This design comes from an exercise in tuning for small area on the open sky130 flow, not from production work. The RTL was checked by simulation tests, not by an equivalence proof against the original design. Power is estimated from default activity; no workload was simulated.

## UART_TOP_own
module UART_TOP_own (
    input               clk,
    input               rstn,
    input       [3:0]   paddr_i,
    input       [31:0]  pwdata_i,
    input               psel_i,
    input               penable_i,
    input               pwrite_i,
    input               rx_in,
    output reg          tx_out,
    output reg          uart_int_o,
    output reg  [31:0]  prdata_o
);
Size: about 590 flip-flops, roughly 76 I/O pins, about 0.025 mm² of cells after synthesis.
clock: 8.0 ns
lec_check: 0
cap_margin: 20
core_margin: 2
core_utilization: 55
cts_cluster_diameter: 80
cts_cluster_size: 20
slew_margin: 20
run.sh (not shown) runs the stock make flow with config.mk's settings and CLKGATE_MAP_FILE= SYNTH_SCRIPT=/design/flow/synth_recipe.tcl, a recipe that flattens the netlist after the stock synthesis.
The starting point passed the timing, DRC and antenna checks.
Then changed:
==> flow/flow/run.sh (new file) <==
#!/bin/bash
# Layout flow: the standard flow (standard.sh, unchanged synthesis), with
# 1x buffers on the ports and an area-oriented clock tree (larger sink
# clusters, no dummy loads) and power recovery (downsizing off-critical cells)
# after global routing. The make output goes to standard_flow.log; ORFS
# writes each step's own log under orfs/logs.
set -euo pipefail
export BUFFER_PORTS_ARGS="-buffer_cell sky130_fd_sc_hd__buf_1"
export RECOVER_POWER=100
export CTS_ARGS="-sink_clustering_enable -repair_clock_nets -sink_clustering_size 28 -sink_clustering_max_diameter 120 -dont_use_dummy_load"
bash standard.sh finish > standard_flow.log 2>&1
==> flow/standard.sh (new file) <==
#!/bin/bash
# synth_recipe.tcl (not shown) runs the flow's synth.tcl, then flattens the netlist and writes it again
# the make line also repeats each setting of config.mk as NAME=value (left out here)
make -C /OpenROAD-flow-scripts/flow DESIGN_CONFIG=/design/flow/config.mk WORK_HOME=/design/flow/orfs CLKGATE_MAP_FILE= SYNTH_SCRIPT=/design/flow/synth_recipe.tcl "${@:-finish}"
CORE_UTILIZATION = 65   (was 55)
CTS_CLUSTER_DIAMETER = unset   (was 80)
CTS_CLUSTER_SIZE = unset   (was 20)
removed: flow/run.sh
Effect: This time the run ran to the end with violations: capacitance limit, slew limit; total power went down by a little under a tenth; clock power falls by a quarter to a third; final cell count fell by a few percent; combinational power stays flat; wire length went down by a few percent; final area decreases by a few percent; worst setup slack gets better by 340 ps; register-to-register slack degrades by 2200 ps; maximum frequency increases by a few percent; die area is lower by about a fifth; utilization rises by 7.8 points.
Then changed:
==> flow/flow/run.sh (replaced) <==
#!/bin/bash
# Layout flow: the standard flow (standard.sh, unchanged synthesis), with
# 1x buffers on the ports and an area-oriented clock tree (larger sink
# clusters, no dummy loads). The make output goes to standard_flow.log; ORFS
# writes each step's own log under orfs/logs.
set -euo pipefail
export BUFFER_PORTS_ARGS="-buffer_cell sky130_fd_sc_hd__buf_1"
export CTS_ARGS="-sink_clustering_enable -repair_clock_nets -sink_clustering_size 24 -sink_clustering_max_diameter 100 -dont_use_dummy_load"
bash standard.sh finish > standard_flow.log 2>&1
CORE_UTILIZATION = 55   (was 65)
The changed run ran to the end with no violations.
Synthesized area stays the same.
Die area came out higher by about 18%.
Cell area came out higher by about 1.1%.
Clock skew goes down by 16 ps.
Then changed:
==> flow/run.sh (new file) <==
#!/bin/bash
# synth_recipe.tcl (not shown) runs the flow's synth.tcl, then flattens the netlist and writes it again
# the make line also repeats each setting of config.mk as NAME=value (left out here)
make -C /OpenROAD-flow-scripts/flow DESIGN_CONFIG=/design/flow/config.mk WORK_HOME=/design/flow/orfs CLKGATE_MAP_FILE= SYNTH_SCRIPT=/design/flow/synth_recipe.tcl finish
CTS_CLUSTER_DIAMETER = 100   (was unset)
CTS_CLUSTER_SIZE = 24   (was unset)
removed: flow/flow/run.sh
removed: flow/standard.sh
Die area stays the same; cell count increases by 1.3%; power increases by 1.7%; routed wire length increases by 0.48%.
Then changed:
==> flow/flow/run.sh (new file) <==
#!/bin/bash
# Layout flow: the standard flow (standard.sh, unchanged synthesis), with
# 1x buffers on the ports and an area-oriented clock tree (larger sink
# clusters, no dummy loads). The make output goes to standard_flow.log; ORFS
# writes each step's own log under orfs/logs.
set -euo pipefail
export BUFFER_PORTS_ARGS="-buffer_cell sky130_fd_sc_hd__buf_1"
export CTS_ARGS="-sink_clustering_enable -repair_clock_nets -sink_clustering_size 28 -sink_clustering_max_diameter 120 -dont_use_dummy_load"
bash standard.sh finish > standard_flow.log 2>&1
==> flow/standard.sh (new file) <==
#!/bin/bash
# synth_recipe.tcl (not shown) runs the flow's synth.tcl, then flattens the netlist and writes it again
# the make line also repeats each setting of config.mk as NAME=value (left out here)
make -C /OpenROAD-flow-scripts/flow DESIGN_CONFIG=/design/flow/config.mk WORK_HOME=/design/flow/orfs CLKGATE_MAP_FILE= SYNTH_SCRIPT=/design/flow/synth_recipe.tcl "${@:-finish}"
CORE_UTILIZATION = 65   (was 55)
CTS_CLUSTER_DIAMETER = unset   (was 100)
CTS_CLUSTER_SIZE = unset   (was 24)
removed: flow/run.sh
Outcome: Clock skew grows by 39 ps. Register-to-register slack degrades by 180 ps. Routed wire length shrinks by 4.5%. Cell count shrinks by about 4.6%. Setup slack improves by 770 ps. Total power shrinks by 3.3%. Sequential share of layout area grows by 1.8 points. Area after synthesis does not change. Non-clock buffer count shrinks by 1.

what the ideal ports hide:
The flow's constraints put no driver on any port. The routed layouts listed below were extracted and timed again, unchanged, in two steps.
Step 1: set_driving_cell puts a clkbuf_16 on clk and a buf_2 on each other input, an assumption about the parent block.
Step 2 moves the port delays by t, midway between the first and last clock arrival at a register: inputs arrive t later, outputs are due t later. That takes back most of the time a late clock gives input paths.
Slacks: ideal ports / drivers / drivers and shift; pairs: ideal ports / drivers.
| run | t, ns | setup slack, ns | worst slew at a driven data input, ns |
|---|---|---|---|
| the first run | 0.633 | 1.245 / 1.183 / 1.183 | 0.10 |
| the second run | 0.623 | 1.590 / 1.531 / 1.531 | 0.09 |
| the third run | 0.643 | 2.267 / 2.185 / 2.185 | 0.10 |
| the fourth run | 0.659 | 1.273 / 1.211 / 1.211 | 0.09 |
| the fifth run | 0.624 | 2.041 / 1.983 / 1.983 | 0.09 |
The setup slack of the third run, which loses most, moves by -0.082 ns with the drivers and by -0.082 ns with both steps.
